Context: an optimization exercise on an open-source flow, tuned for a short achievable clock period. The choices shown serve that exercise and are no tape-out recipe. Only simulation tests tie the RTL to the original design; equivalence was not proved. Power is estimated from default activity; no workload was simulated.

## flow/design.v (module list and top-level ports; edited modules follow where they fit)
// module qcv_alu: 28 lines
// module qcv_eq: 7 lines
// module qcv_wsel: 35 lines
// module qcv_lsel1: 14 lines
// module qcv_lsel: 23 lines
// module qcv_ctl: 199 lines
// module qcv_decoder: 405 lines
// module qcv_mux2: 10 lines
// module qcv_inc4: 6 lines
// module qcv_fasel: 9 lines
// module qcv_predec: 148 lines
// module qcv_rfrd: 23 lines
// module qcv_dec5: 11 lines
// module qcv_rv32i_core: 448 lines
module qcv_rv32i_core (
    input  wire        clk_i,
    input  wire        rst_ni,
    input  wire [31:0] hart_id_i,
    input  wire [31:0] boot_addr_i,
    output wire        instr_req_o,
    input  wire        instr_gnt_i,
    input  wire        instr_rvalid_i,
    output wire [31:0] instr_addr_o,
    input  wire [31:0] instr_rdata_i,
    input  wire        instr_err_i,
    output wire        data_req_o,
    input  wire        data_gnt_i,
    input  wire        data_rvalid_i,
    output wire        data_we_o,
    output wire [3:0]  data_be_o,
    output wire [31:0] data_addr_o,
    output wire [31:0] data_wdata_o,
    input  wire [31:0] data_rdata_i,
    input  wire        data_err_i,
    output wire        irq_pending_o,
    output wire        core_busy_o
);
  // ...
==> flow/flow/run.sh <==
#!/bin/bash
# Layout flow: the standard ORFS flow (standard.sh: its synthesis,
# floorplan, placement, CTS and routing, all at the design's SDC), with
#  - the resizer's repair_timing asked to keep extra setup margin, so that it
#    keeps working on timing after the design meets the design's period;
#  - the port buffers inserted as plain buffers (buf_4) instead of delay cells.
# The full make output goes to flow_make.log in this folder.
set -euo pipefail
bash standard.sh SETUP_SLACK_MARGIN=10 "BUFFER_PORTS_ARGS=-buffer_cell sky130_fd_sc_hd__buf_4" finish > flow_make.log 2>&1
==> flow/standard.sh <==
#!/bin/bash
# synth_recipe.tcl (not shown) runs the flow's synth.tcl, then flattens the netlist and writes it again
# the make line also repeats each setting of config.mk as NAME=value (left out here)
make -C /OpenROAD-flow-scripts/flow DESIGN_CONFIG=/design/flow/config.mk WORK_HOME=/design/flow/orfs CLKGATE_MAP_FILE= SYNTH_SCRIPT=/design/flow/synth_recipe.tcl "${@:-finish}"
==> flow/config.mk <==
export PLATFORM = sky130hd
export DESIGN_NAME = qcv_rv32i_core
export DESIGN_NICKNAME = qcv_rv32i_core
export VERILOG_FILES = /design/flow/design.v
export SDC_FILE = /design/flow/constraint.sdc
export NUM_CORES = 8
export LEC_CHECK = 0
export ABC_CLOCK_PERIOD_IN_PS = 3000
export CAP_MARGIN = 40
export CORE_MARGIN = 2
export CORE_UTILIZATION = 40
export SLEW_MARGIN = 40
export SYNTH_HIERARCHICAL = 1
export SYNTH_MINIMUM_KEEP_SIZE = 0
==> flow/constraint.sdc <==
create_clock -name core_clock -period 13.0 [get_ports {clk_i}]
set_input_delay 2.6000 -clock core_clock [delete_from_list [all_inputs] [get_ports {clk_i}]]
set_output_delay 2.6000 -clock core_clock [all_outputs]
set_load 0.01 [all_outputs]
==> out/results.ini, run 1 <==
[sta]
tns_ns=0
fin_ws_ns=8.84
worstMarginPinSlew_ns=1.12
fmax_mhz=240

[finish]
design.seq.count=2063
multi_input_area_share=0.380
buffers=1236
largest_class=sequential cells
diodes=32

[yosys]
avgSynthCellArea_sq_um=11.8
yosysWarnings=12

[drt]
drc=0
vias=95300
drtPass1Iterations=13
met3RoutedLength_um=85300
routed-wl-met2_um=212000
wl_met1_um=187000

[die]
coreArea_sq_um=271000
num_io_pins=241
nWellTaps=3570

[clocking]
cts.clk_slew.worst_paths_ns=0.07

[global_route]
antenna_found_initial=49
grt_max_degree=80
grtUsageTotal=0.359

[setup_path]
cp_cell_sequence=buf_6
crit_start=fa_q[29]
critical_path_class=flip-flop to primary output
required_ns=10.40
worst-path-buf-inv=1

[min_path]
hp-start=dsext_dec_q

[outcome]
status=timing/DRC/antenna clean

[power_and_ir_drop]
combPwrFrac=0.556
power.total_mw=39.1

[placed_design]
port_buffers=235

==> module qcv_wsel, before the edit <==
module qcv_wsel (
    input  wire [31:0] add_i,        
    input  wire [31:0] oth_i,        
    input  wire [31:0] csr_i,        
    input  wire [31:0] lrd_i,        
    input  wire [3:0]  mcd_i,        
    input  wire [5:0]  ca_i,         
    input  wire [5:0]  cb_i,
    input  wire [5:0]  cr_i,
    input  wire        fa_i, fb_i, fr_i,  
    input  wire [31:0] opa_e_i, opb_e_i, rfb_e_i,
    input  wire [31:0] opa_q_i, opb_q_i, rfb_q_i,
    output wire [31:0] cd_o,
    output wire [31:0] opa_o, opb_o, rfb_o
);
    function [31:0] sel;
        input [5:0]  m;      
        input        f;
        input [31:0] e;
        input [31:0] q;
        reg run, me;
        begin
            run = m[5];
            me  = f ? m[4] : run;
            sel = ({32{f & m[0]}} & add_i) | ({32{f & m[1]}} & oth_i) |
                  ({32{f & m[2]}} & csr_i) | ({32{f & m[3]}} & lrd_i) |
                  ({32{me}} & e) | ({32{~run}} & q);
        end
    endfunction
    assign cd_o  = ({32{mcd_i[0]}} & add_i) | ({32{mcd_i[1]}} & oth_i) |
                   ({32{mcd_i[2]}} & csr_i) | ({32{mcd_i[3]}} & lrd_i);
    assign opa_o = sel(ca_i, fa_i, opa_e_i, opa_q_i);
    assign opb_o = sel(cb_i, fb_i, opb_e_i, opb_q_i);
    assign rfb_o = sel(cr_i, fr_i, rfb_e_i, rfb_q_i);
endmodule
==> module qcv_ctl, before the edit <==
module qcv_ctl (
    input  wire       v_i,           
    input  wire       vexc0_i,       
    input  wire       idf_i,         
    input  wire       rfwe_i,        
    input  wire       dreq_i,        
    input  wire       dwe_dec_i,     
    input  wire       ls_wgwe_i,     
    input  wire       ls_wgld_i,     
    input  wire       ls_wr_i,       
    input  wire       ireq_i,        
    input  wire [1:0] cnt_i,
    input  wire       wp_i,
    input  wire       rp_i,
    input  wire       fva0_i,
    input  wire       fva1_i,
    input  wire       os0_i,
    input  wire       os1_i,
    input  wire       dis0_i,
    input  wire       dis1_i,
    input  wire       f_va_i,        
    input  wire       f_exc_i,       
    input  wire       taken_i,       
    input  wire       op_add_i,      
    input  wire       wsel_i,        
    input  wire [7:0] cwr_i,         
    input  wire       data_gnt_i,
    input  wire       data_rvalid_i,
    input  wire       data_err_i,
    input  wire       instr_gnt_i,
    input  wire       instr_rvalid_i,
    output wire       run_o,         
    output wire       run_a_o,       
    output wire       run_b_o,
    output wire       run_r_o,
    output wire [2:0] fam_o,         
    output wire [7:0] cwe_o,         
    output wire       ex_o,          
    output wire       exc_o,         
    output wire       flush_o,       
    output wire       we_lsu_o,      
    output wire       cw_o,          
    output wire [3:0] mcd_o,         
    output wire [4:0] ma_o,          
    output wire [4:0] mb_o,          
    output wire [4:0] mr_o,
    output wire       lrv_o,         
    output wire       push_o,
    output wire       dofetch_o,
    output wire       shift_o,
    output wire       v_n_o,
    output wire       vexc0_n_o,
    output wire       wa_clr_o,      
    output wire       wa_ld_o,       
    output wire       idf_n_o,
    output wire [1:0] cnt_n_o,
    output wire       wp_n_o,
    output wire       rp_n_o,
    output wire       fva0_n_o,
    output wire       fva1_n_o,
    output wire       os0_n_o,
    output wire       os1_n_o,
    output wire       dis0_n_o,
    output wire       dis1_n_o,
    output wire       ireq_n_o,
    output wire       busy_n_o,
    output wire       ls_wgwe_n_o,
    output wire       ls_wgld_n_o,
    output wire       ls_wr_n_o
);
    localparam N = 53;
    wire vok   = v_i & ~vexc0_i;
    wire empty = (cnt_i == 2'd0);
    wire push    = instr_rvalid_i & ~dis0_i;
    wire dofetch = ireq_i & instr_gnt_i;
    wire shift   = instr_rvalid_i | dofetch;
    wire ls_idle   = ~ls_wgwe_i & ~ls_wgld_i & ~ls_wr_i;
    wire lsu_req   = ls_idle & vok & ~idf_i & dreq_i;
    wire ls_wgwe_n = (lsu_req & dwe_dec_i)  | (ls_wgwe_i & ~data_gnt_i);
    wire ls_wgld_n = (lsu_req & ~dwe_dec_i) | (ls_wgld_i & ~data_gnt_i);
    wire ls_wr_n   = (ls_wgld_i & data_gnt_i) | (ls_wr_i & ~data_rvalid_i);
    wire ls_busy_n = ls_wgwe_n | ls_wgld_n | ls_wr_n;
    function [N-1:0] cof;
        input [1:0] c;
        reg run, ex, exc, flush, we_lsu, cw, pop, idf_n, v_n, vexc0_n, wa_clr, wa_ld;
        reg [3:0] mcd;
        reg [1:0] cnt_n;
        reg os0_n, os1_n, ireq_n, busy_n, wp_n, rp_n, fva0_n, fva1_n, dis0_n, dis1_n;
        begin
            case (c)
                2'd0: begin
                    run    = ~vexc0_i & ~idf_i;
                    ex     = vok & ~idf_i;
                    exc    = vexc0_i;
                    flush  = vexc0_i | (vok & ~idf_i & taken_i);
                    we_lsu = 1'b0;
                    cw     = vok & ~idf_i & rfwe_i;
                    idf_n  = ~flush & ~idf_i & ex & dreq_i;
                end
                2'd1: begin
                    run    = ~vexc0_i;
                    ex     = vok;
                    exc    = vexc0_i;
                    flush  = vexc0_i | (v_i & taken_i);
                    we_lsu = ls_wr_i;
                    cw     = ls_wr_i | (vok & rfwe_i);
                    idf_n  = ~flush & (idf_i | (ex & dreq_i));
                end
                default: begin
                    run    = ~vexc0_i & ~v_i;
                    ex     = 1'b0;
                    exc    = vexc0_i | v_i;
                    flush  = vexc0_i | v_i;
                    we_lsu = 1'b0;
                    cw     = 1'b0;
                    idf_n  = ~flush & idf_i;
                end
            endcase
            pop = ~empty & run;
            v_n     = ~flush & (run ? f_va_i : v_i);
            vexc0_n = ~flush & (run ? f_exc_i : vexc0_i);
            wa_clr  = flush;
            wa_ld   = ~flush & run & f_va_i;
            case ({push, pop})
                2'b01:   cnt_n = cnt_i - 2'd1;
                2'b10:   cnt_n = cnt_i + 2'd1;
                default: cnt_n = cnt_i;
            endcase
            if (flush) cnt_n = 2'd0;
            wp_n   = ~flush & (wp_i ^ push);
            rp_n   = ~flush & (rp_i ^ pop);
            fva0_n = ~flush & ((pop & ~rp_i) ? 1'b0 : ((push & ~wp_i) ? 1'b1 : fva0_i));
            fva1_n = ~flush & ((pop &  rp_i) ? 1'b0 : ((push &  wp_i) ? 1'b1 : fva1_i));
            dis0_n = flush | (shift ? dis1_i : dis0_i);
            dis1_n = flush | (~dofetch & dis1_i);
            os1_n  = ~flush & (dofetch | (~instr_rvalid_i & os0_i & os1_i));
            os0_n  = ~flush & (shift ? os1_i : os0_i);
            ireq_n = ~(cnt_n == 2'd2) & ~os1_n;
            busy_n = os0_n | os1_n | ireq_n | ls_busy_n;
            mcd = {we_lsu, ~we_lsu & wsel_i, ~we_lsu & ~wsel_i, ~we_lsu & ~wsel_i & op_add_i};
            cof = {run, ex, exc, flush, we_lsu, cw, mcd,
                   run & ~cw, {4{run & cw}} & mcd, run & ~cw, {4{run & cw}} & mcd,
                   run & ~cw, {4{run & cw}} & mcd,
                   flush & ~exc, flush & exc, ~flush, {8{ex}} & cwr_i,
                   v_n, vexc0_n, wa_clr, wa_ld, idf_n, cnt_n, wp_n, rp_n, fva0_n, fva1_n,
                   os0_n, os1_n, dis0_n, dis1_n, ireq_n, busy_n};
        end
    endfunction
    wire [N-1:0] c0 = cof(2'd0), c1 = cof(2'd1), c2 = cof(2'd2);
    wire [5:0]  ya, yb, yr;
    wire [11:0] yd;
    wire [13:0] yf;
    wire [12:0] ys;
    qcv_lsel #(.W(6)) u_ls_a (
        .ls_wr_i(ls_wr_i), .ls_wgwe_i(ls_wgwe_i),
        .data_gnt_i(data_gnt_i), .data_rvalid_i(data_rvalid_i), .data_err_i(data_err_i),
        .x0_i({c0[52], c0[42:38]}), .x10_i({c1[52], c1[42:38]}), .x11_i({c2[52], c2[42:38]}), .y_o(ya));
    qcv_lsel #(.W(6)) u_ls_b (
        .ls_wr_i(ls_wr_i), .ls_wgwe_i(ls_wgwe_i),
        .data_gnt_i(data_gnt_i), .data_rvalid_i(data_rvalid_i), .data_err_i(data_err_i),
        .x0_i({c0[52], c0[37:33]}), .x10_i({c1[52], c1[37:33]}), .x11_i({c2[52], c2[37:33]}), .y_o(yb));
    qcv_lsel #(.W(6)) u_ls_r (
        .ls_wr_i(ls_wr_i), .ls_wgwe_i(ls_wgwe_i),
        .data_gnt_i(data_gnt_i), .data_rvalid_i(data_rvalid_i), .data_err_i(data_err_i),
        .x0_i({c0[52], c0[32:28]}), .x10_i({c1[52], c1[32:28]}), .x11_i({c2[52], c2[32:28]}), .y_o(yr));
    qcv_lsel #(.W(12)) u_ls_d (
        .ls_wr_i(ls_wr_i), .ls_wgwe_i(ls_wgwe_i),
        .data_gnt_i(data_gnt_i), .data_rvalid_i(data_rvalid_i), .data_err_i(data_err_i),
        .x0_i({c0[52], c0[48:47], c0[46:43], c0[51:50], c0[49], c0[16:15]}),
        .x10_i({c1[52], c1[48:47], c1[46:43], c1[51:50], c1[49], c1[16:15]}),
        .x11_i({c2[52], c2[48:47], c2[46:43], c2[51:50], c2[49], c2[16:15]}), .y_o(yd));
    qcv_lsel #(.W(14)) u_ls_f (
        .ls_wr_i(ls_wr_i), .ls_wgwe_i(ls_wgwe_i),
        .data_gnt_i(data_gnt_i), .data_rvalid_i(data_rvalid_i), .data_err_i(data_err_i),
        .x0_i({c0[49], c0[27:17], c0[14:13]}), .x10_i({c1[49], c1[27:17], c1[14:13]}),
        .x11_i({c2[49], c2[27:17], c2[14:13]}), .y_o(yf));
    qcv_lsel #(.W(13)) u_ls_s (
        .ls_wr_i(ls_wr_i), .ls_wgwe_i(ls_wgwe_i),
        .data_gnt_i(data_gnt_i), .data_rvalid_i(data_rvalid_i), .data_err_i(data_err_i),
        .x0_i(c0[12:0]), .x10_i(c1[12:0]), .x11_i(c2[12:0]), .y_o(ys));
    assign run_a_o = ya[5];
    assign ma_o    = ya[4:0];
    assign run_b_o = yb[5];
    assign mb_o    = yb[4:0];
    assign run_r_o = yr[5];
    assign mr_o    = yr[4:0];
    assign {run_o, we_lsu_o, cw_o, mcd_o, ex_o, exc_o, flush_o, v_n_o, vexc0_n_o} = yd;
    wire   flush_f;
    assign {flush_f, fam_o, cwe_o, wa_clr_o, wa_ld_o} = yf;
    assign {idf_n_o, cnt_n_o, wp_n_o, rp_n_o, fva0_n_o, fva1_n_o,
            os0_n_o, os1_n_o, dis0_n_o, dis1_n_o, ireq_n_o, busy_n_o} = ys;
    assign lrv_o       = ls_wr_i & data_rvalid_i;
    assign push_o      = push;
    assign dofetch_o   = dofetch;
    assign shift_o     = shift;
    assign ls_wgwe_n_o = ls_wgwe_n;
    assign ls_wgld_n_o = ls_wgld_n;
    assign ls_wr_n_o   = ls_wr_n;
endmodule
==> module qcv_rfrd, before the edit <==
module qcv_rfrd (
    input  wire [31:1]  oh_i,        
    input  wire         en_i,        
    input  wire [991:0] rf_i,        
    input  wire [31:1]  rfv_i,
    input  wire [31:1]  pwo_i,       
    input  wire [31:0]  pd_i,        
    input  wire [31:1]  wa_oh_i,     
    output wire [31:0]  val_o,       
    output wire         chit_o       
);
    wire [31:1] sel = oh_i & rfv_i;
    reg  [31:0] arr;
    integer ri;
    always @(*) begin
        arr = 32'b0;
        for (ri = 1; ri < 32; ri = ri + 1)
            arr = arr | ({32{sel[ri]}} & rf_i[ri*32-32 +: 32]);
    end
    wire phit = |(pwo_i & oh_i);
    assign val_o  = {32{en_i}} & (phit ? pd_i : arr);
    assign chit_o = en_i & |(wa_oh_i & oh_i);
endmodule
==> module qcv_rv32i_core, before the edit <==
module qcv_rv32i_core (
    input  wire        clk_i,
    input  wire        rst_ni,
    input  wire [31:0] hart_id_i,
    input  wire [31:0] boot_addr_i,
    output wire        instr_req_o,
    input  wire        instr_gnt_i,
    input  wire        instr_rvalid_i,
    output wire [31:0] instr_addr_o,
    input  wire [31:0] instr_rdata_i,
    input  wire        instr_err_i,
    output wire        data_req_o,
    input  wire        data_gnt_i,
    input  wire        data_rvalid_i,
    output wire        data_we_o,
    output wire [3:0]  data_be_o,
    output wire [31:0] data_addr_o,
    output wire [31:0] data_wdata_o,
    input  wire [31:0] data_rdata_i,
    input  wire        data_err_i,
    output wire        irq_pending_o,
    output wire        core_busy_o
);
    localparam [31:0] MISA_VALUE = 32'h40000100;
    reg [31:0] frd0_q, frd1_q;      
    reg [31:0] fad0_q, fad1_q;      
    reg        fer0_q, fer1_q;      
    reg        fva0_q, fva1_q;      
    reg        wp_q, rp_q;
    reg [1:0]  cnt_q;
    reg [31:0] fa_q;                
    reg [31:0] sa0_q, sa1_q;        
    reg        sav0_q, sav1_q;      
    reg        os0_q, os1_q;        
    reg        dis0_q, dis1_q;      
    reg        ireqn_q;             
    reg        busyn_q;             
    reg [31:1] oa0_q, oa1_q;        
    reg [31:1] ob0_q, ob1_q;        
    reg        v_q;                 
    reg        vexc0_q;             
    reg [31:1] wa_oh_q;             
    reg        fe_q;                
    reg [31:0] pc_q;                
    reg        ill_q;
    reg        dreq_q;
    reg        dwe_dec_q;
    reg [1:0]  dtype_dec_q;
    reg        dsext_dec_q;
    reg        rfwe_q;
    reg        wsel_q;
    reg        jmp_q, br_eq_q, br_ne_q, br_al_q;
    reg [10:0] op_q;
    reg [1:0]  csr_op_q;
    reg [9:0]  csel_q;
    reg [7:0]  cwr_q;
    reg [31:0] opa_q, opb_q, rfb_q;
    reg        idf_q;               
    reg        rst_req_q;
    reg        ls_wg_q;             
    reg        ls_wgwe_q, ls_wgld_q, ls_wr_q;  
    reg        dwe_q;
    reg [3:0]  dbe_q;
    reg [29:0] daddr_q;
    reg [31:0] dwdata_q;
    reg [1:0]  dtype_q;
    reg        dsext_q;
    reg [1:0]  doff_q;
    reg [31:0] lrd_q;
    reg        lrdv_q;
    reg [31:0] rf_q [1:31];
    reg [31:1] rfv_q;
    reg [31:1] pwo_q;               
    reg [31:0] pd_q;
    reg [31:0] mstatus_q, mie_q, mip_q, mtvec_q, mscratch_q, mepc_q, mcause_q, mtval_q;
    reg [6:0]  cv_q;                
    reg [31:0] hart_q;
    reg        exc_q;               
    reg [2:0]  cause_q;
    wire        p0_ill, p0_dreq, p0_dwe, p0_dsext, p0_rfwe, p0_wsel, p0_jmp, p0_beq, p0_bne, p0_bal;
    wire        p1_ill, p1_dreq, p1_dwe, p1_dsext, p1_rfwe, p1_wsel, p1_jmp, p1_beq, p1_bne, p1_bal;
    wire [1:0]  p0_dtype, p1_dtype, p0_cop, p1_cop;
    wire [10:0] p0_op, p1_op;
    wire [9:0]  p0_csel, p1_csel;
    wire [7:0]  p0_cwr, p1_cwr;
    wire [4:0]  p0_wa, p1_wa;
    wire [31:1] p0_waoh, p1_waoh;
    wire [4:0]  p0_ra, p1_ra, p0_rb, p1_rb;    
    wire        p0_rena, p1_rena, p0_renb, p1_renb;
    wire        p0_arf, p1_arf, p0_apc, p1_apc, p0_bimm, p1_bimm;
    wire [4:0]  p0_ac, p1_ac;
    wire [31:0] p0_imm, p1_imm;
    qcv_predec u_pd0 (
        .instr_i(frd0_q), .ill_o(p0_ill), .dreq_o(p0_dreq), .dwe_o(p0_dwe), .dtype_o(p0_dtype),
        .dsext_o(p0_dsext), .rfwe_o(p0_rfwe), .wsel_o(p0_wsel), .jmp_o(p0_jmp), .br_eq_o(p0_beq),
        .br_ne_o(p0_bne), .br_al_o(p0_bal), .op_o(p0_op), .csr_op_o(p0_cop), .csel_o(p0_csel),
        .cwr_o(p0_cwr), .wa_o(p0_wa), .wa_oh_o(p0_waoh), .ra_o(p0_ra), .rb_o(p0_rb), .rena_o(p0_rena), .renb_o(p0_renb),
        .a_rf_o(p0_arf), .a_pc_o(p0_apc), .a_const_o(p0_ac), .b_imm_o(p0_bimm), .imm_o(p0_imm));
    qcv_predec u_pd1 (
        .instr_i(frd1_q), .ill_o(p1_ill), .dreq_o(p1_dreq), .dwe_o(p1_dwe), .dtype_o(p1_dtype),
        .dsext_o(p1_dsext), .rfwe_o(p1_rfwe), .wsel_o(p1_wsel), .jmp_o(p1_jmp), .br_eq_o(p1_beq),
        .br_ne_o(p1_bne), .br_al_o(p1_bal), .op_o(p1_op), .csr_op_o(p1_cop), .csel_o(p1_csel),
        .cwr_o(p1_cwr), .wa_o(p1_wa), .wa_oh_o(p1_waoh), .ra_o(p1_ra), .rb_o(p1_rb), .rena_o(p1_rena), .renb_o(p1_renb),
        .a_rf_o(p1_arf), .a_pc_o(p1_apc), .a_const_o(p1_ac), .b_imm_o(p1_bimm), .imm_o(p1_imm));
    wire        empty  = (cnt_q == 2'd0);
    wire        f_va   = (rp_q ? fva1_q : fva0_q) & ~empty;
    wire [31:0] f_ad   = rp_q ? fad1_q  : fad0_q;
    wire        f_er   = rp_q ? fer1_q  : fer0_q;
    wire        h_ill  = rp_q ? p1_ill  : p0_ill;
    wire        h_dreq = rp_q ? p1_dreq : p0_dreq;
    wire        h_dwe  = rp_q ? p1_dwe  : p0_dwe;
    wire [1:0]  h_dtype= rp_q ? p1_dtype: p0_dtype;
    wire        h_dsext= rp_q ? p1_dsext: p0_dsext;
    wire        h_rfwe = rp_q ? p1_rfwe : p0_rfwe;
    wire        h_wsel = rp_q ? p1_wsel : p0_wsel;
    wire        h_jmp  = rp_q ? p1_jmp  : p0_jmp;
    wire        h_beq  = rp_q ? p1_beq  : p0_beq;
    wire        h_bne  = rp_q ? p1_bne  : p0_bne;
    wire        h_bal  = rp_q ? p1_bal  : p0_bal;
    wire [10:0] h_op   = rp_q ? p1_op   : p0_op;
    wire [1:0]  h_cop  = rp_q ? p1_cop  : p0_cop;
    wire [9:0]  h_csel = rp_q ? p1_csel : p0_csel;
    wire [7:0]  h_cwr  = rp_q ? p1_cwr  : p0_cwr;
    wire [31:1] h_waoh = rp_q ? p1_waoh : p0_waoh;
    wire [31:0] add, alu_oth;
    wire        eq;
    qcv_alu u_alu (.op_i(op_q), .a_i(opa_q), .b_i(opb_q), .add_o(add), .oth_o(alu_oth));
    qcv_eq  u_eq  (.a_i(opa_q), .b_i(opb_q), .eq_o(eq));
    wire        taken = jmp_q | br_al_q | (br_eq_q & eq) | (br_ne_q & ~eq);
    wire        run, ex, exc, flush, we_lsu, cw, lrv, push, dofetch, shift;
    wire [3:0]  mcd;
    wire        run_a, run_b, run_r;
    wire [2:0]  fam;
    wire [7:0]  cwe;
    wire [4:0]  ma, mb, mr;
    wire        v_n, vexc0_n, wa_clr, wa_ld, idf_n, wp_n, rp_n, fva0_n, fva1_n;
    wire        os0_n, os1_n, dis0_n, dis1_n, ireq_n, busy_n, ls_wgwe_n, ls_wgld_n, ls_wr_n;
    wire [1:0]  cnt_n;
    wire        ls_idle = ~ls_wgwe_q & ~ls_wgld_q & ~ls_wr_q;
    wire        h_fa, h_fb, h_fr;
    qcv_ctl u_ctl (
        .v_i(v_q), .vexc0_i(vexc0_q), .idf_i(idf_q), .rfwe_i(rfwe_q), .dreq_i(dreq_q),
        .dwe_dec_i(dwe_dec_q), .ls_wgwe_i(ls_wgwe_q), .ls_wgld_i(ls_wgld_q), .ls_wr_i(ls_wr_q),
        .ireq_i(~ireqn_q), .cnt_i(cnt_q), .wp_i(wp_q), .rp_i(rp_q), .fva0_i(fva0_q), .fva1_i(fva1_q),
        .os0_i(os0_q), .os1_i(os1_q), .dis0_i(dis0_q), .dis1_i(dis1_q),
        .f_va_i(f_va), .f_exc_i(f_va & (f_er | h_ill)), .taken_i(taken),
        .op_add_i(op_q[0]), .wsel_i(wsel_q), .cwr_i(cwr_q),
        .data_gnt_i(data_gnt_i), .data_rvalid_i(data_rvalid_i), .data_err_i(data_err_i),
        .instr_gnt_i(instr_gnt_i), .instr_rvalid_i(instr_rvalid_i),
        .run_o(run), .run_a_o(run_a), .run_b_o(run_b), .run_r_o(run_r), .fam_o(fam), .cwe_o(cwe), .ex_o(ex), .exc_o(exc), .flush_o(flush), .we_lsu_o(we_lsu), .cw_o(cw),
        .mcd_o(mcd), .ma_o(ma), .mb_o(mb), .mr_o(mr), .lrv_o(lrv), .push_o(push), .dofetch_o(dofetch),
        .shift_o(shift),
        .v_n_o(v_n), .vexc0_n_o(vexc0_n), .wa_clr_o(wa_clr), .wa_ld_o(wa_ld), .idf_n_o(idf_n),
        .cnt_n_o(cnt_n), .wp_n_o(wp_n), .rp_n_o(rp_n), .fva0_n_o(fva0_n), .fva1_n_o(fva1_n),
        .os0_n_o(os0_n), .os1_n_o(os1_n), .dis0_n_o(dis0_n), .dis1_n_o(dis1_n),
        .ireq_n_o(ireq_n), .busy_n_o(busy_n),
        .ls_wgwe_n_o(ls_wgwe_n), .ls_wgld_n_o(ls_wgld_n), .ls_wr_n_o(ls_wr_n));
    wire [31:0] mstatus_v  = {32{cv_q[0]}} & mstatus_q;
    wire [31:0] mie_v      = {32{cv_q[1]}} & mie_q;
    wire [31:0] mscratch_v = {32{cv_q[2]}} & mscratch_q;
    wire [31:0] mepc_v     = {32{cv_q[3]}} & mepc_q;
    wire [31:0] mcause_v   = {32{cv_q[4]}} & mcause_q;
    wire [31:0] mtval_v    = {32{cv_q[5]}} & mtval_q;
    wire [31:0] mip_v      = {32{cv_q[6]}} & mip_q;
    wire [31:0] csr_rdata = ({32{csel_q[0]}} & mstatus_v) |
                            ({32{csel_q[1]}} & MISA_VALUE) |
                            ({32{csel_q[2]}} & mie_v) |
                            ({32{csel_q[3]}} & mtvec_q) |
                            ({32{csel_q[4]}} & mscratch_v) |
                            ({32{csel_q[5]}} & mepc_v) |
                            ({32{csel_q[6]}} & mcause_v) |
                            ({32{csel_q[7]}} & mtval_v) |
                            ({32{csel_q[8]}} & mip_v) |
                            ({32{csel_q[9]}} & hart_q);
    wire [31:0] csr_wd = (csr_op_q == 2'b01) ? opa_q :
                         (csr_op_q == 2'b10) ? (csr_rdata | opa_q) :
                         (csr_op_q == 2'b11) ? (csr_rdata & ~opa_q) : csr_rdata;
    wire [31:0] lrd_v  = {32{lrdv_q}} & lrd_q;
    wire [31:0] cd, opa_n, opb_n, rfb_n;
    wire [991:0] rf_flat;
    genvar gj;
    generate
        for (gj = 1; gj < 32; gj = gj + 1) begin : g_flat
            assign rf_flat[gj*32-32 +: 32] = rf_q[gj];
        end
    endgenerate
    wire [31:1] h_oa   = rp_q ? oa1_q   : oa0_q;
    wire [31:1] h_ob   = rp_q ? ob1_q   : ob0_q;
    wire        h_rena = rp_q ? p1_rena : p0_rena;
    wire        h_renb = rp_q ? p1_renb : p0_renb;
    wire        h_arf  = rp_q ? p1_arf  : p0_arf;
    wire        h_apc  = rp_q ? p1_apc  : p0_apc;
    wire [4:0]  h_ac   = rp_q ? p1_ac   : p0_ac;
    wire        h_bimm = rp_q ? p1_bimm : p0_bimm;
    wire [31:0] h_imm  = rp_q ? p1_imm  : p0_imm;
    wire [31:0] va, vb;
    wire        ca, cb;    
    wire ca0 = p0_rena & |(wa_oh_q & oa0_q);
    wire ca1 = p1_rena & |(wa_oh_q & oa1_q);
    wire cb0 = p0_renb & |(wa_oh_q & ob0_q);
    wire cb1 = p1_renb & |(wa_oh_q & ob1_q);
    qcv_rfrd u_rd_a (.oh_i(h_oa), .en_i(h_rena), .rf_i(rf_flat), .rfv_i(rfv_q), .pwo_i(pwo_q),
                     .pd_i(pd_q), .wa_oh_i(wa_oh_q), .val_o(va), .chit_o(ca));
    qcv_rfrd u_rd_b (.oh_i(h_ob), .en_i(h_renb), .rf_i(rf_flat), .rfv_i(rfv_q), .pwo_i(pwo_q),
                     .pd_i(pd_q), .wa_oh_i(wa_oh_q), .val_o(vb), .chit_o(cb));
    wire [31:0] opa_e = h_arf ? va : h_apc ? f_ad : {27'b0, h_ac};
    wire [31:0] opb_e = h_bimm ? h_imm : vb;
    wire [31:0] rfb_e = vb;
    assign h_fa = rp_q ? (p1_arf & ca1) : (p0_arf & ca0);
    assign h_fb = rp_q ? (~p1_bimm & cb1) : (~p0_bimm & cb0);
    assign h_fr = rp_q ? cb1 : cb0;
    qcv_wsel u_wsel (
        .add_i(add), .oth_i(alu_oth), .csr_i(csr_rdata), .lrd_i(lrd_v),
        .mcd_i(mcd), .ca_i({run_a, ma}), .cb_i({run_b, mb}), .cr_i({run_r, mr}),
        .fa_i(h_fa), .fb_i(h_fb), .fr_i(h_fr),
        .opa_q_i(opa_q), .opb_q_i(opb_q), .rfb_q_i(rfb_q),
        .opa_e_i(opa_e), .opb_e_i(opb_e), .rfb_e_i(rfb_e),
        .cd_o(cd), .opa_o(opa_n), .opb_o(opb_n), .rfb_o(rfb_n));
    always @(posedge clk_i or negedge rst_ni) begin
        if (!rst_ni) begin
            v_q     <= 1'b0;
            vexc0_q <= 1'b0;
            wa_oh_q <= 31'b0;
        end else begin
            v_q     <= v_n;
            vexc0_q <= vexc0_n;
            if (wa_clr)     wa_oh_q <= 31'b0;
            else if (wa_ld) wa_oh_q <= h_waoh;
        end
    end
    always @(posedge clk_i) begin
        if (run) begin
            fe_q        <= f_er;
            pc_q        <= f_ad;
            ill_q       <= h_ill;
            dreq_q      <= h_dreq;
            dwe_dec_q   <= h_dwe;
            dtype_dec_q <= h_dtype;
            dsext_dec_q <= h_dsext;
            rfwe_q      <= h_rfwe;
            wsel_q      <= h_wsel;
            jmp_q       <= h_jmp;
            br_eq_q     <= h_beq;
            br_ne_q     <= h_bne;
            br_al_q     <= h_bal;
            op_q        <= h_op;
            csr_op_q    <= h_cop;
            csel_q      <= h_csel;
            cwr_q       <= h_cwr;
        end
    end
    always @(posedge clk_i) begin
        opa_q <= opa_n;
        opb_q <= opb_n;
        rfb_q <= rfb_n;
    end
    always @(posedge clk_i or negedge rst_ni) begin
        if (!rst_ni) idf_q <= 1'b0;
        else         idf_q <= idf_n;
    end
    always @(posedge clk_i or negedge rst_ni) begin
        if (!rst_ni) rst_req_q <= 1'b1;
        else         rst_req_q <= 1'b0;
    end
    wire [31:0] fa4, fa_f, fa_n;
    qcv_inc4 u_inc4 (.a_i(fa_q), .y_o(fa4));
    qcv_mux2 #(.W(32)) u_faf (.s_i(dofetch), .a_i(fa_q), .b_i(fa4), .y_o(fa_f));
    qcv_fasel u_fan (.m_i(fam), .add_i(add), .mtvec_i(mtvec_q), .f_i(fa_f), .y_o(fa_n));
    always @(posedge clk_i or negedge rst_ni) begin
        if (!rst_ni) begin
            fva0_q <= 1'b0;
            fva1_q <= 1'b0;
            wp_q   <= 1'b0;
            rp_q   <= 1'b0;
            cnt_q  <= 2'd0;
            fa_q   <= 32'b0;
            os0_q  <= 1'b0;
            os1_q  <= 1'b0;
            dis0_q <= 1'b0;
            dis1_q <= 1'b0;
            sav0_q <= 1'b0;
            sav1_q <= 1'b0;
            ireqn_q <= 1'b0;
            busyn_q <= 1'b0;
        end else begin
            cnt_q  <= cnt_n;
            ireqn_q <= ~ireq_n;
            busyn_q <= ~busy_n;
            os0_q  <= os0_n;
            os1_q  <= os1_n;
            fva0_q <= fva0_n;
            fva1_q <= fva1_n;
            wp_q   <= wp_n;
            rp_q   <= rp_n;
            dis0_q <= dis0_n;
            dis1_q <= dis1_n;
            fa_q   <= fa_n;
            if (shift)   sav0_q <= sav1_q;
            if (dofetch) sav1_q <= 1'b1;
        end
    end
    always @(posedge clk_i) begin
        sa0_q <= sa0_n;
        sa1_q <= sa1_n;
    end
    wire [31:0] sa0_v = {32{sav0_q}} & sa0_q;
    wire [31:0] sa0_n, sa1_n;
    qcv_mux2 #(.W(32)) u_sa0 (.s_i(shift),   .a_i(sa0_q), .b_i(sa1_q), .y_o(sa0_n));
    qcv_mux2 #(.W(32)) u_sa1 (.s_i(dofetch), .a_i(sa1_q), .b_i(fa_q),  .y_o(sa1_n));
    wire [31:1] in_oa, in_ob;
    qcv_dec5 u_dia (.a_i(instr_rdata_i[19:15]), .oh_o(in_oa));
    qcv_dec5 u_dib (.a_i(instr_rdata_i[24:20]), .oh_o(in_ob));
    always @(posedge clk_i) begin
        if (push && !wp_q) begin
            oa0_q  <= in_oa;
            ob0_q  <= in_ob;
            frd0_q <= instr_rdata_i;
            fad0_q <= sa0_v;
            fer0_q <= instr_err_i;
        end
        if (push && wp_q) begin
            oa1_q  <= in_oa;
            ob1_q  <= in_ob;
            frd1_q <= instr_rdata_i;
            fad1_q <= sa0_v;
            fer1_q <= instr_err_i;
        end
    end
    wire [1:0] aoff = add[1:0];
    wire [3:0] be_calc = (dtype_dec_q == 2'b01) ? (4'b0001 << aoff) :
                         (dtype_dec_q == 2'b10) ? (4'b0011 << aoff) :
                         (dtype_dec_q == 2'b11) ? 4'b1111 : 4'b0000;
    always @(posedge clk_i or negedge rst_ni) begin
        if (!rst_ni) begin
            ls_wg_q   <= 1'b0;
            ls_wgwe_q <= 1'b0;
            ls_wgld_q <= 1'b0;
            ls_wr_q   <= 1'b0;
        end else begin
            ls_wg_q   <= ls_wgwe_n | ls_wgld_n;
            ls_wgwe_q <= ls_wgwe_n;
            ls_wgld_q <= ls_wgld_n;
            ls_wr_q   <= ls_wr_n;
        end
    end
    wire [66:0] dreq_n;
    qcv_mux2 #(.W(67)) u_dreq (.s_i(ls_idle),
        .a_i({daddr_q, dbe_q, dwdata_q, dwe_q}),
        .b_i({add[31:2], be_calc, rfb_q << {aoff, 3'b000}, dwe_dec_q}),
        .y_o(dreq_n));
    always @(posedge clk_i) {daddr_q, dbe_q, dwdata_q, dwe_q} <= dreq_n;
    always @(posedge clk_i) begin
        if (ls_idle) begin
            dtype_q  <= dtype_dec_q;
            dsext_q  <= dsext_dec_q;
            doff_q   <= aoff;
        end
    end
    wire [31:0] rd_sh = data_rdata_i >> {doff_q, 3'b000};
    reg  [31:0] lrd_n;
    always @(*) begin
        case (dtype_q)
            2'b01:   lrd_n = dsext_q ? {{24{rd_sh[7]}}, rd_sh[7:0]} : {24'b0, rd_sh[7:0]};
            2'b10:   lrd_n = dsext_q ? {{16{rd_sh[15]}}, rd_sh[15:0]} : {16'b0, rd_sh[15:0]};
            2'b11:   lrd_n = data_rdata_i;
            default: lrd_n = 32'b0;
        endcase
    end
    always @(posedge clk_i) begin
        if (lrv) lrd_q <= lrd_n;
    end
    always @(posedge clk_i or negedge rst_ni) begin
        if (!rst_ni)  lrdv_q <= 1'b0;
        else if (lrv) lrdv_q <= 1'b1;
    end
    always @(posedge clk_i or negedge rst_ni) begin
        if (!rst_ni) pwo_q <= 31'b0;
        else         pwo_q <= {31{cw}} & wa_oh_q;
    end
    always @(posedge clk_i) pd_q <= cd;
    genvar gi;
    generate
        for (gi = 1; gi < 32; gi = gi + 1) begin : g_rf
            always @(posedge clk_i) begin
                if (pwo_q[gi]) rf_q[gi] <= pd_q;
            end
            always @(posedge clk_i or negedge rst_ni) begin
                if (!rst_ni)        rfv_q[gi] <= 1'b0;
                else if (pwo_q[gi]) rfv_q[gi] <= 1'b1;
            end
        end
    endgenerate
    always @(posedge clk_i) hart_q <= hart_id_i;
    always @(posedge clk_i or negedge rst_ni) begin
        if (!rst_ni) begin
            exc_q   <= 1'b0;
            cause_q <= 3'd0;
            cv_q    <= 7'b0;
        end else begin
            exc_q   <= exc;
            cause_q <= fe_q   ? 3'd1 :
                       ill_q  ? 3'd2 :
                       ls_wr_q ? 3'd5 : 3'd7;
            if (exc_q | cwe[0]) cv_q[0] <= 1'b1;
            if (cwe[1])         cv_q[1] <= 1'b1;
            if (cwe[3])         cv_q[2] <= 1'b1;
            if (exc_q | cwe[4]) cv_q[3] <= 1'b1;
            if (exc_q | cwe[5]) cv_q[4] <= 1'b1;
            if (exc_q | cwe[6]) cv_q[5] <= 1'b1;
            if (cwe[7])         cv_q[6] <= 1'b1;
        end
    end
    always @(posedge clk_i) begin
        if (exc_q)
            mstatus_q <= {mstatus_v[31:13], 2'b11, mstatus_v[10:8], mstatus_v[3],
                          mstatus_v[6:4], 1'b0, mstatus_v[2:0]};
        else if (cwe[0])
            mstatus_q <= csr_wd;
        if (cwe[1]) mie_q <= csr_wd;
        if (rst_req_q)
            mtvec_q <= {boot_addr_i[31:2], 2'b00};
        else if (cwe[2])
            mtvec_q <= {csr_wd[31:2], 1'b0, csr_wd[0]};
        if (cwe[3]) mscratch_q <= csr_wd;
        if (exc_q)
            mepc_q <= {pc_q[31:1], 1'b0};
        else if (cwe[4])
            mepc_q <= {csr_wd[31:1], 1'b0};
        if (exc_q)
            mcause_q <= {29'b0, cause_q};
        else if (cwe[5])
            mcause_q <= csr_wd;
        if (exc_q)
            mtval_q <= pc_q;
        else if (cwe[6])
            mtval_q <= csr_wd;
        if (cwe[7]) mip_q <= csr_wd;
    end
    assign instr_req_o   = ~ireqn_q;
    assign instr_addr_o  = fa_q;
    assign data_req_o    = ls_wg_q;
    assign data_we_o     = dwe_q;
    assign data_be_o     = dbe_q;
    assign data_addr_o   = {daddr_q, 2'b00};
    assign data_wdata_o  = dwdata_q;
    assign irq_pending_o = 1'b0;
    assign core_busy_o   = ~busyn_q;
endmodule
==> run 2, diff against run 1 <==
--- a/flow/design.v
+++ b/flow/design.v
@@ -42,31 +42,26 @@
     input  wire [5:0]  ca_i,         
     input  wire [5:0]  cb_i,
     input  wire [5:0]  cr_i,
-    input  wire        fa_i, fb_i, fr_i,  
     input  wire [31:0] opa_e_i, opb_e_i, rfb_e_i,
     input  wire [31:0] opa_q_i, opb_q_i, rfb_q_i,
     output wire [31:0] cd_o,
     output wire [31:0] opa_o, opb_o, rfb_o
 );
     function [31:0] sel;
-        input [5:0]  m;      
-        input        f;
+        input [5:0]  m;
         input [31:0] e;
         input [31:0] q;
-        reg run, me;
         begin
-            run = m[5];
-            me  = f ? m[4] : run;
-            sel = ({32{f & m[0]}} & add_i) | ({32{f & m[1]}} & oth_i) |
-                  ({32{f & m[2]}} & csr_i) | ({32{f & m[3]}} & lrd_i) |
-                  ({32{me}} & e) | ({32{~run}} & q);
+            sel = ({32{m[0]}} & add_i) | ({32{m[1]}} & oth_i) |
+                  ({32{m[2]}} & csr_i) | ({32{m[3]}} & lrd_i) |
+                  ({32{m[4]}} & e) | ({32{~m[5]}} & q);
         end
     endfunction
     assign cd_o  = ({32{mcd_i[0]}} & add_i) | ({32{mcd_i[1]}} & oth_i) |
                    ({32{mcd_i[2]}} & csr_i) | ({32{mcd_i[3]}} & lrd_i);
-    assign opa_o = sel(ca_i, fa_i, opa_e_i, opa_q_i);
-    assign opb_o = sel(cb_i, fb_i, opb_e_i, opb_q_i);
-    assign rfb_o = sel(cr_i, fr_i, rfb_e_i, rfb_q_i);
+    assign opa_o = sel(ca_i, opa_e_i, opa_q_i);
+    assign opb_o = sel(cb_i, opb_e_i, opb_q_i);
+    assign rfb_o = sel(cr_i, rfb_e_i, rfb_q_i);
 endmodule
 module qcv_lsel1 (
     input  wire ls_wr_i,       
@@ -128,6 +123,9 @@
     input  wire       f_va_i,        
     input  wire       f_exc_i,       
     input  wire       taken_i,       
+    input  wire       fa_i,          
+    input  wire       fb_i,          
+    input  wire       fr_i,          
     input  wire       op_add_i,      
     input  wire       wsel_i,        
     input  wire [7:0] cwr_i,         
@@ -170,6 +168,7 @@
     output wire       dis0_n_o,
     output wire       dis1_n_o,
     output wire       ireq_n_o,
+    output wire       ireq2_n_o,     
     output wire       busy_n_o,
     output wire       ls_wgwe_n_o,
     output wire       ls_wgld_n_o,
@@ -246,8 +245,9 @@
             busy_n = os0_n | os1_n | ireq_n | ls_busy_n;
             mcd = {we_lsu, ~we_lsu & wsel_i, ~we_lsu & ~wsel_i, ~we_lsu & ~wsel_i & op_add_i};
             cof = {run, ex, exc, flush, we_lsu, cw, mcd,
-                   run & ~cw, {4{run & cw}} & mcd, run & ~cw, {4{run & cw}} & mcd,
-                   run & ~cw, {4{run & cw}} & mcd,
+                   run & ~(cw & fa_i), {4{run & cw & fa_i}} & mcd,
+                   run & ~(cw & fb_i), {4{run & cw & fb_i}} & mcd,
+                   run & ~(cw & fr_i), {4{run & cw & fr_i}} & mcd,
                    flush & ~exc, flush & exc, ~flush, {8{ex}} & cwr_i,
                    v_n, vexc0_n, wa_clr, wa_ld, idf_n, cnt_n, wp_n, rp_n, fva0_n, fva1_n,
                    os0_n, os1_n, dis0_n, dis1_n, ireq_n, busy_n};
@@ -285,6 +285,10 @@
         .ls_wr_i(ls_wr_i), .ls_wgwe_i(ls_wgwe_i),
         .data_gnt_i(data_gnt_i), .data_rvalid_i(data_rvalid_i), .data_err_i(data_err_i),
         .x0_i(c0[12:0]), .x10_i(c1[12:0]), .x11_i(c2[12:0]), .y_o(ys));
+    qcv_lsel #(.W(1)) u_ls_i (
+        .ls_wr_i(ls_wr_i), .ls_wgwe_i(ls_wgwe_i),
+        .data_gnt_i(data_gnt_i), .data_rvalid_i(data_rvalid_i), .data_err_i(data_err_i),
+        .x0_i(c0[1]), .x10_i(c1[1]), .x11_i(c2[1]), .y_o(ireq2_n_o));
     assign run_a_o = ya[5];
     assign ma_o    = ya[4:0];
     assign run_b_o = yb[5];
@@ -886,14 +890,13 @@
     input  wire [31:1]  oh_i,        
     input  wire         en_i,        
     input  wire [991:0] rf_i,        
-    input  wire [31:1]  rfv_i,
     input  wire [31:1]  pwo_i,       
     input  wire [31:0]  pd_i,        
     input  wire [31:1]  wa_oh_i,     
     output wire [31:0]  val_o,       
     output wire         chit_o       
 );
-    wire [31:1] sel = oh_i & rfv_i;
+    wire [31:1] sel = oh_i;
     reg  [31:0] arr;
     integer ri;
     always @(*) begin
@@ -952,9 +955,12 @@
     reg        os0_q, os1_q;        
     reg        dis0_q, dis1_q;      
     reg        ireqn_q;             
+    reg        ireqo_q;             
+    reg [31:0] fao_q;               
     reg        busyn_q;             
     reg [31:1] oa0_q, oa1_q;        
     reg [31:1] ob0_q, ob1_q;        
+    reg [31:1] hoa_q, hob_q;        
     reg        v_q;                 
     reg        vexc0_q;             
     reg [31:1] wa_oh_q;             
@@ -987,7 +993,6 @@
     reg [31:0] lrd_q;
     reg        lrdv_q;
     reg [31:0] rf_q [1:31];
-    reg [31:1] rfv_q;
     reg [31:1] pwo_q;               
     reg [31:0] pd_q;
     reg [31:0] mstatus_q, mie_q, mip_q, mtvec_q, mscratch_q, mepc_q, mcause_q, mtval_q;
@@ -1052,7 +1057,7 @@
     wire [7:0]  cwe;
     wire [4:0]  ma, mb, mr;
     wire        v_n, vexc0_n, wa_clr, wa_ld, idf_n, wp_n, rp_n, fva0_n, fva1_n;
-    wire        os0_n, os1_n, dis0_n, dis1_n, ireq_n, busy_n, ls_wgwe_n, ls_wgld_n, ls_wr_n;
+    wire        os0_n, os1_n, dis0_n, dis1_n, ireq_n, ireq2_n, busy_n, ls_wgwe_n, ls_wgld_n, ls_wr_n;
     wire [1:0]  cnt_n;
     wire        ls_idle = ~ls_wgwe_q & ~ls_wgld_q & ~ls_wr_q;
     wire        h_fa, h_fb, h_fr;
@@ -1062,7 +1067,7 @@
         .ireq_i(~ireqn_q), .cnt_i(cnt_q), .wp_i(wp_q), .rp_i(rp_q), .fva0_i(fva0_q), .fva1_i(fva1_q),
         .os0_i(os0_q), .os1_i(os1_q), .dis0_i(dis0_q), .dis1_i(dis1_q),
         .f_va_i(f_va), .f_exc_i(f_va & (f_er | h_ill)), .taken_i(taken),
-        .op_add_i(op_q[0]), .wsel_i(wsel_q), .cwr_i(cwr_q),
+        .fa_i(h_fa), .fb_i(h_fb), .fr_i(h_fr), .op_add_i(op_q[0]), .wsel_i(wsel_q), .cwr_i(cwr_q),
         .data_gnt_i(data_gnt_i), .data_rvalid_i(data_rvalid_i), .data_err_i(data_err_i),
         .instr_gnt_i(instr_gnt_i), .instr_rvalid_i(instr_rvalid_i),
         .run_o(run), .run_a_o(run_a), .run_b_o(run_b), .run_r_o(run_r), .fam_o(fam), .cwe_o(cwe), .ex_o(ex), .exc_o(exc), .flush_o(flush), .we_lsu_o(we_lsu), .cw_o(cw),
@@ -1071,7 +1076,7 @@
         .v_n_o(v_n), .vexc0_n_o(vexc0_n), .wa_clr_o(wa_clr), .wa_ld_o(wa_ld), .idf_n_o(idf_n),
         .cnt_n_o(cnt_n), .wp_n_o(wp_n), .rp_n_o(rp_n), .fva0_n_o(fva0_n), .fva1_n_o(fva1_n),
         .os0_n_o(os0_n), .os1_n_o(os1_n), .dis0_n_o(dis0_n), .dis1_n_o(dis1_n),
-        .ireq_n_o(ireq_n), .busy_n_o(busy_n),
+        .ireq_n_o(ireq_n), .ireq2_n_o(ireq2_n), .busy_n_o(busy_n),
         .ls_wgwe_n_o(ls_wgwe_n), .ls_wgld_n_o(ls_wgld_n), .ls_wr_n_o(ls_wr_n));
     wire [31:0] mstatus_v  = {32{cv_q[0]}} & mstatus_q;
     wire [31:0] mie_v      = {32{cv_q[1]}} & mie_q;
@@ -1102,8 +1107,8 @@
             assign rf_flat[gj*32-32 +: 32] = rf_q[gj];
         end
     endgenerate
-    wire [31:1] h_oa   = rp_q ? oa1_q   : oa0_q;
-    wire [31:1] h_ob   = rp_q ? ob1_q   : ob0_q;
+    wire [31:1] h_oa   = hoa_q;
+    wire [31:1] h_ob   = hob_q;
     wire        h_rena = rp_q ? p1_rena : p0_rena;
     wire        h_renb = rp_q ? p1_renb : p0_renb;
     wire        h_arf  = rp_q ? p1_arf  : p0_arf;
@@ -1117,9 +1122,9 @@
     wire ca1 = p1_rena & |(wa_oh_q & oa1_q);
     wire cb0 = p0_renb & |(wa_oh_q & ob0_q);
     wire cb1 = p1_renb & |(wa_oh_q & ob1_q);
-    qcv_rfrd u_rd_a (.oh_i(h_oa), .en_i(h_rena), .rf_i(rf_flat), .rfv_i(rfv_q), .pwo_i(pwo_q),
+    qcv_rfrd u_rd_a (.oh_i(h_oa), .en_i(h_rena), .rf_i(rf_flat), .pwo_i(pwo_q),
                      .pd_i(pd_q), .wa_oh_i(wa_oh_q), .val_o(va), .chit_o(ca));
-    qcv_rfrd u_rd_b (.oh_i(h_ob), .en_i(h_renb), .rf_i(rf_flat), .rfv_i(rfv_q), .pwo_i(pwo_q),
+    qcv_rfrd u_rd_b (.oh_i(h_ob), .en_i(h_renb), .rf_i(rf_flat), .pwo_i(pwo_q),
                      .pd_i(pd_q), .wa_oh_i(wa_oh_q), .val_o(vb), .chit_o(cb));
     wire [31:0] opa_e = h_arf ? va : h_apc ? f_ad : {27'b0, h_ac};
     wire [31:0] opb_e = h_bimm ? h_imm : vb;
@@ -1130,7 +1135,6 @@
     qcv_wsel u_wsel (
         .add_i(add), .oth_i(alu_oth), .csr_i(csr_rdata), .lrd_i(lrd_v),
         .mcd_i(mcd), .ca_i({run_a, ma}), .cb_i({run_b, mb}), .cr_i({run_r, mr}),
-        .fa_i(h_fa), .fb_i(h_fb), .fr_i(h_fr),
         .opa_q_i(opa_q), .opb_q_i(opb_q), .rfb_q_i(rfb_q),
         .opa_e_i(opa_e), .opb_e_i(opb_e), .rfb_e_i(rfb_e),
         .cd_o(cd), .opa_o(opa_n), .opb_o(opb_n), .rfb_o(rfb_n));
@@ -1184,6 +1188,17 @@
     qcv_inc4 u_inc4 (.a_i(fa_q), .y_o(fa4));
     qcv_mux2 #(.W(32)) u_faf (.s_i(dofetch), .a_i(fa_q), .b_i(fa4), .y_o(fa_f));
     qcv_fasel u_fan (.m_i(fam), .add_i(add), .mtvec_i(mtvec_q), .f_i(fa_f), .y_o(fa_n));
+    wire [31:0] fao_n;
+    qcv_fasel u_fano (.m_i(fam), .add_i(add), .mtvec_i(mtvec_q), .f_i(fa_f), .y_o(fao_n));
+    always @(posedge clk_i or negedge rst_ni) begin
+        if (!rst_ni) begin
+            fao_q   <= 32'b0;
+            ireqo_q <= 1'b0;
+        end else begin
+            fao_q   <= fao_n;
+            ireqo_q <= ~ireq2_n;
+        end
+    end
     always @(posedge clk_i or negedge rst_ni) begin
         if (!rst_ni) begin
             fva0_q <= 1'b0;
@@ -1228,17 +1243,20 @@
     wire [31:1] in_oa, in_ob;
     qcv_dec5 u_dia (.a_i(instr_rdata_i[19:15]), .oh_o(in_oa));
     qcv_dec5 u_dib (.a_i(instr_rdata_i[24:20]), .oh_o(in_ob));
+    wire [123:0] oab_n;
+    qcv_mux2 #(.W(62)) u_oab0 (.s_i(push & ~wp_q), .a_i({oa0_q, ob0_q}), .b_i({in_oa, in_ob}), .y_o(oab_n[61:0]));
+    qcv_mux2 #(.W(62)) u_oab1 (.s_i(push &  wp_q), .a_i({oa1_q, ob1_q}), .b_i({in_oa, in_ob}), .y_o(oab_n[123:62]));
+    wire [61:0] hoab_n;
+    qcv_mux2 #(.W(62)) u_hoab (.s_i(rp_n), .a_i(oab_n[61:0]), .b_i(oab_n[123:62]), .y_o(hoab_n));
+    always @(posedge clk_i) {hoa_q, hob_q} <= hoab_n;
+    always @(posedge clk_i) {oa1_q, ob1_q, oa0_q, ob0_q} <= oab_n;
     always @(posedge clk_i) begin
         if (push && !wp_q) begin
-            oa0_q  <= in_oa;
-            ob0_q  <= in_ob;
             frd0_q <= instr_rdata_i;
             fad0_q <= sa0_v;
             fer0_q <= instr_err_i;
         end
         if (push && wp_q) begin
-            oa1_q  <= in_oa;
-            ob1_q  <= in_ob;
             frd1_q <= instr_rdata_i;
             fad1_q <= sa0_v;
             fer1_q <= instr_err_i;
@@ -1299,12 +1317,9 @@
     genvar gi;
     generate
         for (gi = 1; gi < 32; gi = gi + 1) begin : g_rf
-            always @(posedge clk_i) begin
-                if (pwo_q[gi]) rf_q[gi] <= pd_q;
-            end
             always @(posedge clk_i or negedge rst_ni) begin
-                if (!rst_ni)        rfv_q[gi] <= 1'b0;
-                else if (pwo_q[gi]) rfv_q[gi] <= 1'b1;
+                if (!rst_ni)         rf_q[gi] <= 32'b0;
+                else if (pwo_q[gi])  rf_q[gi] <= pd_q;
             end
         end
     endgenerate
@@ -1354,8 +1369,8 @@
             mtval_q <= csr_wd;
         if (cwe[7]) mip_q <= csr_wd;
     end
-    assign instr_req_o   = ~ireqn_q;
-    assign instr_addr_o  = fa_q;
+    assign instr_req_o   = ~ireqo_q;
+    assign instr_addr_o  = fao_q;
     assign data_req_o    = ls_wg_q;
     assign data_we_o     = dwe_q;
     assign data_be_o     = dbe_q;
==> run 2 against run 1 <==
Compared with the run above:
- clock skew is 0.019 ns lower
- combinational power is 3% lower
- non-clock buffer count is 211 lower
==> out/results.ini, run 2 <==
[global_route]
grt_max_degree=155  ; was 80
grt_first_pass_wirelength_um=751000  ; was 703000 um
grt.overflow.total=0  ; unchanged
antenna_found_initial=48  ; was 49
grt_pass1_vias=98800  ; was 87500
grtUsageTotal=0.346  ; was 0.359

[sta]
setup_viol=0  ; unchanged
worstMarginPinSlew_ns=1.03  ; was 1.12 ns
hold_violations=0  ; unchanged
finalCritPeriodShare=0.315  ; was 0.320
fin_ws_ns=8.91  ; was 8.84 ns
slew_viol_final=0  ; unchanged
rsz0062_at_grt=true  ; unchanged
tns_ns=0  ; unchanged
fmax_mhz=244  ; was 240 MHz
post-route-min-period_ns=4.09  ; was 4.16 ns
relSlewSlack=0.315  ; was 0.256
worst_clock_skew_ns=0.0890  ; was 0.108 ns

[power_and_ir_drop]
p_leak_nw=60.0  ; was 51.2 nW
power.switching_mw=18.4  ; was 18.1 mW
internal_power_mw=21.9  ; was 21.0 mW
combPwrFrac=0.525  ; was 0.556
switching_share=0.456  ; was 0.462
seq_power_share=0.299  ; was 0.274
p_clk_frac=0.176  ; was 0.170
max-vdd-ir-drop_v=0.000191  ; was 0.000185 V
power.density_nw_per_um2=278  ; was 283 nW/um^2

[die]
dieArea_sq_um=301000  ; was 276000 sq um
initial_core_util=0.401  ; was 0.402
die_h_um=549  ; was 526 um
coreArea_sq_um=296000  ; was 271000 sq um
num_io_pins=241  ; unchanged
die_w_um=549  ; was 526 um
rows=200  ; was 191

[placed_design]
post-dp-hpwl_um=304000  ; was 301000 um
dpl_worst_slack_ns=7.49  ; was 7.43 ns
routabilityCongestion=0.973  ; was 1.04
port_buffers=235  ; unchanged

[setup_path]
path_max_fanout=1  ; was 2
critical_path_depth=1  ; unchanged
crit_path_end_kind=primary output  ; unchanged
cp_cell_sequence=buf_6  ; unchanged
critical_path_class=flip-flop to primary output  ; unchanged
worst-path-buf-inv=1  ; unchanged
reg2regPathDepth=14  ; was 16
reg2reg_slack_ns=9.11  ; was 9.10 ns
regToRegStartpoint=opa_q[31]  ; was op_q[1]
slowest_stage=dfrtp_1  ; was dfrtp_2
crit_start=fao_q[0]  ; was fa_q[29]
arrival_ns=1.49  ; was 1.56 ns
cp-start-kind=flip-flop  ; unchanged
cpPeakStageDelay_ns=0.42  ; was 0.48 ns
required_ns=10.40  ; about the same
crit_family=flip-flops  ; unchanged

[clocking]
cts_buffers=234  ; was 227
cts-hold-fix-buffers=0  ; unchanged
htree_num_levels=4  ; unchanged
cts_sinks=2127  ; was 2063
cts_tree=yes  ; unchanged
cts.path.max_buffers=4  ; unchanged
insertion_delay_ns=0.99  ; was 0.95 ns
root_buffer=clkbuf_16  ; unchanged
cts.clk_slew.worst_paths_ns=0.06  ; was 0.07 ns

[drt]
vias=103000  ; was 95300
wire_per_inst_um=36.5  ; was 38.6 um
vias_per_cell=6.84  ; was 6.99
drc=0  ; unchanged
final_antenna_net_count=0  ; unchanged
drtPass1Iterations=32  ; was 13
drt-total-wl_um=550000  ; was 527000 um
first_iter_violations=16800  ; was 18400

[min_path]
hold_path_class=flip-flop to flip-flop  ; unchanged
hold_depth=0  ; unchanged
hp-start=dsext_dec_q  ; unchanged

[finish]
largest_register_ffs=992  ; unchanged
fillCellCount=25700  ; was 22900
nets=11100  ; was 10100
areaGrowthSynthToFinish_pct=22.0  ; was 26.7%
final_cell_mix=1172 x mux2_2, 1097 x dfrtp_1, 557 x a22oi_1, 553 x buf_4, 546 x nand2_1  ; was 1580 x edfxtp_1, 987 x a22oi_1, 640 x buf_4, 581 x nand2_1, 327 x mux2_4
regMostFlops=rf_q  ; unchanged
layout_commonest_cell=mux2_2  ; was edfxtp_1
layout-drive-gt1-share=0.405  ; was 0.357

[outcome]
status=timing/DRC/antenna clean  ; unchanged

[yosys]
synth_cells=10600  ; was 9264
netlist_area_sq_um=119000  ; was 109000 sq um
avgSynthCellArea_sq_um=11.2  ; was 11.8 sq um
yosysWarnings=12  ; unchanged

[flow_run]
maxCapViolCount=0  ; unchanged

-- run 2: worst reg2reg max path: cells and delay by family, from the launching register on --
kind,cells,cell delay (ns)
muxes,3,0.88
and+or+nand+nor,5,1.33
buffers and inverters,4,0.56
AOI/OAI and AO/OA,1,0.46
xor gates and xnor gates,1,0.19
DFF,1,0.33
-- run 2: routing by layer --
metal  vias up  track usage  wire length, um
li1      40500            -                -
met1     52000        0.439           203000
met2      8452        0.473           220000
met3      2049        0.153            85000
met4        51        0.219            40900
met5         -       0.0309             1650
-- run 2: power groups by stage --
stage	sequential [mW]	clock [mW]	combinational (mW)
2_1_floorplan	10.7	0	10.4
3_3_place_gp	11.7	0	15.0
3_5_place_dp	11.9	0	15.4
4_1_cts	11.8	7.11	19.0
5_1_grt	12.2	7.38	21.3
6_report	12.0	7.10	21.1
-- run 2: final cells by class --
| class | instances | area [sq um] | share of cell area |
|---|---|---|---|
| timing repair inverter | 2 | 20.0 | 0.000138 |
| sequential | 2127 | 53400 | 0.368 |
| antenna | 97 | 243 | 0.00168 |
| tap | 3939 | 4930 | 0.0340 |
| inverter | 253 | 1000 | 0.00690 |
| clock inverter | 93 | 1210 | 0.00833 |
| timing repair buffer | 1025 | 11900 | 0.0823 |
| clock buffer | 348 | 6950 | 0.0479 |
| multi-input combinational | 7179 | 65200 | 0.450 |
-- run 2: final timing paths --
kind	to
hold / removal	dsext_q
min in group asynchronous	wa_oh_q[13]
hold reg to reg	dsext_q
setup reg to reg	fao_q[3]
max in group asynchronous	rf_q[1][5]
setup / recovery	instr_addr_o[0]
-- run 2: what timing repair did --
item,4_1_cts,5_1_grt
resized for setup,1119,288
endpoints found under the setup margin,2042,1166
pin swaps,281,176
setup buffers,364,117
gates cloned,172,17
-- run 2: through the flow --
stage / cells / area [sq um] / total power [mW] / hold slack, ns / util
final: 15100 / 145000 / 40.3 / 0.439 / 0.489
after global routing: 15000 / 145000 / 40.9 / 0.438 / 0.489
after CTS: 14800 / 142000 / 38.0 / 0.438 / 0.480
after detailed placement: 13900 / 123000 / 27.3 / 0.423 / 0.415
after global placement: 13800 / 122000 / 26.7 / 0.412 / 0.413
after floorplan: 10700 / 121000 / 21.1 / 0.400 / -
==> run 3, diff against run 2 <==
--- a/flow/config.mk
+++ b/flow/config.mk
@@ -8,7 +8,7 @@
 export ABC_CLOCK_PERIOD_IN_PS = 3000
 export CAP_MARGIN = 40
 export CORE_MARGIN = 2
-export CORE_UTILIZATION = 40
+export CORE_UTILIZATION = 35
 export SLEW_MARGIN = 40
 export SYNTH_HIERARCHICAL = 1
 export SYNTH_MINIMUM_KEEP_SIZE = 0
==> run 3 against run 2 <==
Compared with the run above:
- clock power decreased by 1%
- synthesized cell count stayed put
- wire length up 1.7%
- sequential power hardly changed
- hold slack improved by 0.031 ns
- die area grew 14%
- critical path depth is the same
- critical endpoint is now instr_addr_o[22]
- total power fell by 0.29%
- register-to-register slack about the same
==> out/results.ini, run 3 <==
[outcome]
status=timing/DRC/antenna clean  ; unchanged

[sta]
rsz0062_at_grt=true  ; unchanged
setup_viol=0  ; unchanged
whs_ns=0.469  ; was 0.439 ns
hold_violations=0  ; unchanged
tns_ns=0  ; unchanged
worst_clock_skew_ns=0.101  ; was 0.0890 ns
slew_viol_final=0  ; unchanged
fmax_mhz=246  ; was 244 MHz
post-route-min-period_ns=4.07  ; was 4.09 ns
finalCritPeriodShare=0.313  ; was 0.315
worstMarginPinSlew_ns=1.01  ; was 1.03 ns
relSlewSlack=0.327  ; was 0.315

[setup_path]
cp_cell_sequence=buf_6  ; unchanged
crit_family=flip-flops  ; unchanged
cpPeakStageDelay_ns=0.42  ; about the same
critical_path_depth=1  ; unchanged
cp-start-kind=flip-flop  ; unchanged
worst-path-buf-inv=1  ; unchanged
reg2regPathDepth=16  ; was 14
crit_start=fao_q[22]  ; was fao_q[0]
slowest_stage=dfrtp_1  ; unchanged
required_ns=10.40  ; about the same
regToRegStartpoint=opb_q[3]  ; was opa_q[31]
critical_path_class=flip-flop to primary output  ; unchanged
path_max_fanout=1  ; unchanged
crit_path_end_kind=primary output  ; unchanged
arrival_ns=1.47  ; was 1.49 ns

[clocking]
cts_sinks=2127  ; unchanged
cts_tree=yes  ; unchanged
insertion_delay_ns=1.00  ; was 0.99 ns
cts_buffers=233  ; was 234
cts-hold-fix-buffers=0  ; unchanged
root_buffer=clkbuf_16  ; unchanged
htree_num_levels=4  ; unchanged
cts.clk_slew.worst_paths_ns=0.06  ; about the same
cts.path.max_buffers=4  ; unchanged

[min_path]
hp-start=fe_q  ; was dsext_dec_q
hold_path_class=flip-flop to flip-flop  ; unchanged
hold_depth=1  ; was 0

[global_route]
grtUsageTotal=0.310  ; was 0.346
grt_max_degree=88  ; was 155
grt.overflow.total=0  ; unchanged
grt_pass1_vias=99600  ; was 98800
antenna_found_initial=46  ; was 48
grt_first_pass_wirelength_um=765000  ; was 751000 um

[finish]
final_cell_mix=1170 x mux2_2, 1093 x dfrtp_1, 556 x a22oi_1, 527 x mux2_4, 513 x nand2_1  ; was 1172 x mux2_2, 1097 x dfrtp_1, 557 x a22oi_1, 553 x buf_4, 546 x nand2_1
layout_commonest_cell=mux2_2  ; unchanged
regMostFlops=rf_q  ; unchanged
nets=11100  ; about the same
areaGrowthSynthToFinish_pct=23.2  ; was 22.0%
largest_register_ffs=992  ; unchanged
layout-drive-gt1-share=0.407  ; was 0.405

[yosys]
netlist_area_sq_um=119000  ; unchanged
synth_cells=10600  ; unchanged
yosysWarnings=12  ; unchanged
avgSynthCellArea_sq_um=11.2  ; unchanged

[drt]
drtPass1Iterations=33  ; was 32
wire_per_inst_um=35.8  ; was 36.5 um
drc=0  ; unchanged
vias=103000  ; about the same
final_antenna_net_count=0  ; unchanged
first_iter_violations=18900  ; was 16800
vias_per_cell=6.62  ; was 6.84
drt-total-wl_um=559000  ; was 550000 um

[die]
num_io_pins=241  ; unchanged
die_h_um=586  ; was 549 um
coreArea_sq_um=337000  ; was 296000 sq um
dieArea_sq_um=344000  ; was 301000 sq um
die_w_um=586  ; was 549 um
rows=213  ; was 200
initial_core_util=0.352  ; was 0.401

[placed_design]
post-dp-hpwl_um=310000  ; was 304000 um
port_buffers=235  ; unchanged
routabilityCongestion=0.980  ; was 0.973

[flow_run]
maxCapViolCount=0  ; unchanged

[power_and_ir_drop]
p_leak_nw=60.3  ; was 60.0 nW
power.density_nw_per_um2=275  ; was 278 nW/um^2
max-vdd-ir-drop_v=0.000229  ; was 0.000191 V

-- run 3: changes by cell type in the layout (fill, tap and decap cells not counted), moves of 13 or more --
cell      delta
clkinv_2    +20
nand2_4     +13
buf_6       +15
clkbuf_1    -15
dfxtp_2     -22
nand2_2     +18
buf_4       -49
diode_2     -15
buf_16      +13
nand2_1     -33
dfxtp_1     +28
-- run 3: layer usage --
layer	share of wire	track usage	up-vias
met2	0.40	0.425	8349
met5	0.0039	0.0347	-
li1	-	-	40600
met4	0.082	0.211	61
met1	0.37	0.390	52300
met3	0.14	0.131	2147
-- run 3: worst paths after layout --
| check | endpoint | slack [ns] |
|---|---|---|
| setup reg to reg | wa_oh_q[10] | 9.12 |
| hold / removal | cause_q[1] | 0.47 |
| hold reg to reg | cause_q[1] | 0.47 |
| min in group asynchronous | rf_q[14][31] | 1.50 |
| max in group asynchronous | rf_q[15][15] | 10.08 |
| setup / recovery | instr_addr_o[22] | 8.93 |
-- run 3: final cells by class --
type                    count  area, sq um
fillers                 30400       191000
multi-input cells        7195        65700
flip-flops and latches   2127        53300
repair buffers           1021        12400
clock buffers             325         6770
well taps                4515         5650
clock inverters           113         1220
inverters                 253          998
diodes                     82          205
repair inverters            2         17.5
-- run 3: stage by stage --
stage | utilization | total power [mW] | area, sq um | setup slack, ns | cells
floorplan | - | 21.1 | 121000 | 8.12 | 10700
global placement | 0.365 | 27.0 | 123000 | 7.48 | 14400
detailed placement | 0.367 | 27.5 | 124000 | 7.59 | 14400
CTS | 0.425 | 38.1 | 143000 | 8.87 | 15400
global route | 0.434 | 40.8 | 146000 | 8.87 | 15600
finish | 0.434 | 40.2 | 146000 | 8.93 | 15600
-- run 3: where the power goes --
group	internal [mW]	switching (mW)	total [mW]
logic	8.18	13.0	21.1
clock network	4.01	3.02	7.03
registers	9.41	2.56	12.0
total	21.6	18.6	40.2
-- run 3: repair_timing --
action / in CTS / in global routing
gates resized for setup: 1119 / 315
cloned: 201 / 18
endpoints found under the setup margin: 2171 / 1310
pin swaps: 315 / 170
buffers inserted: 360 / 90

[what the ideal ports hide]
How much do the figures lean on ideal ports? The routed layouts below were timed once more, with nothing changed but the port constraints.
Step 1: set_driving_cell puts a clkbuf_16 on clk_i and a buf_2 on each other input, an assumption about the parent block.
Step 2, shift: input delay + t, output delay - t, t = (earliest + latest rising clock arrival at the registers) / 2. This alone moves slack from input paths to output paths.
Three values: no drivers, after step 1, after step 2; two values: the first two.
| run | shift t [ns] | slack for setup (ns) |
|---|---|---|
| run 1 | 1.008 | 8.836 / 8.728 / 8.041 |
| run 2 | 1.055 | 8.906 / 8.800 / 8.186 |
| run 3 | 1.045 | 8.930 / 8.826 / 8.280 |
After both steps every run listed still meets setup and hold.
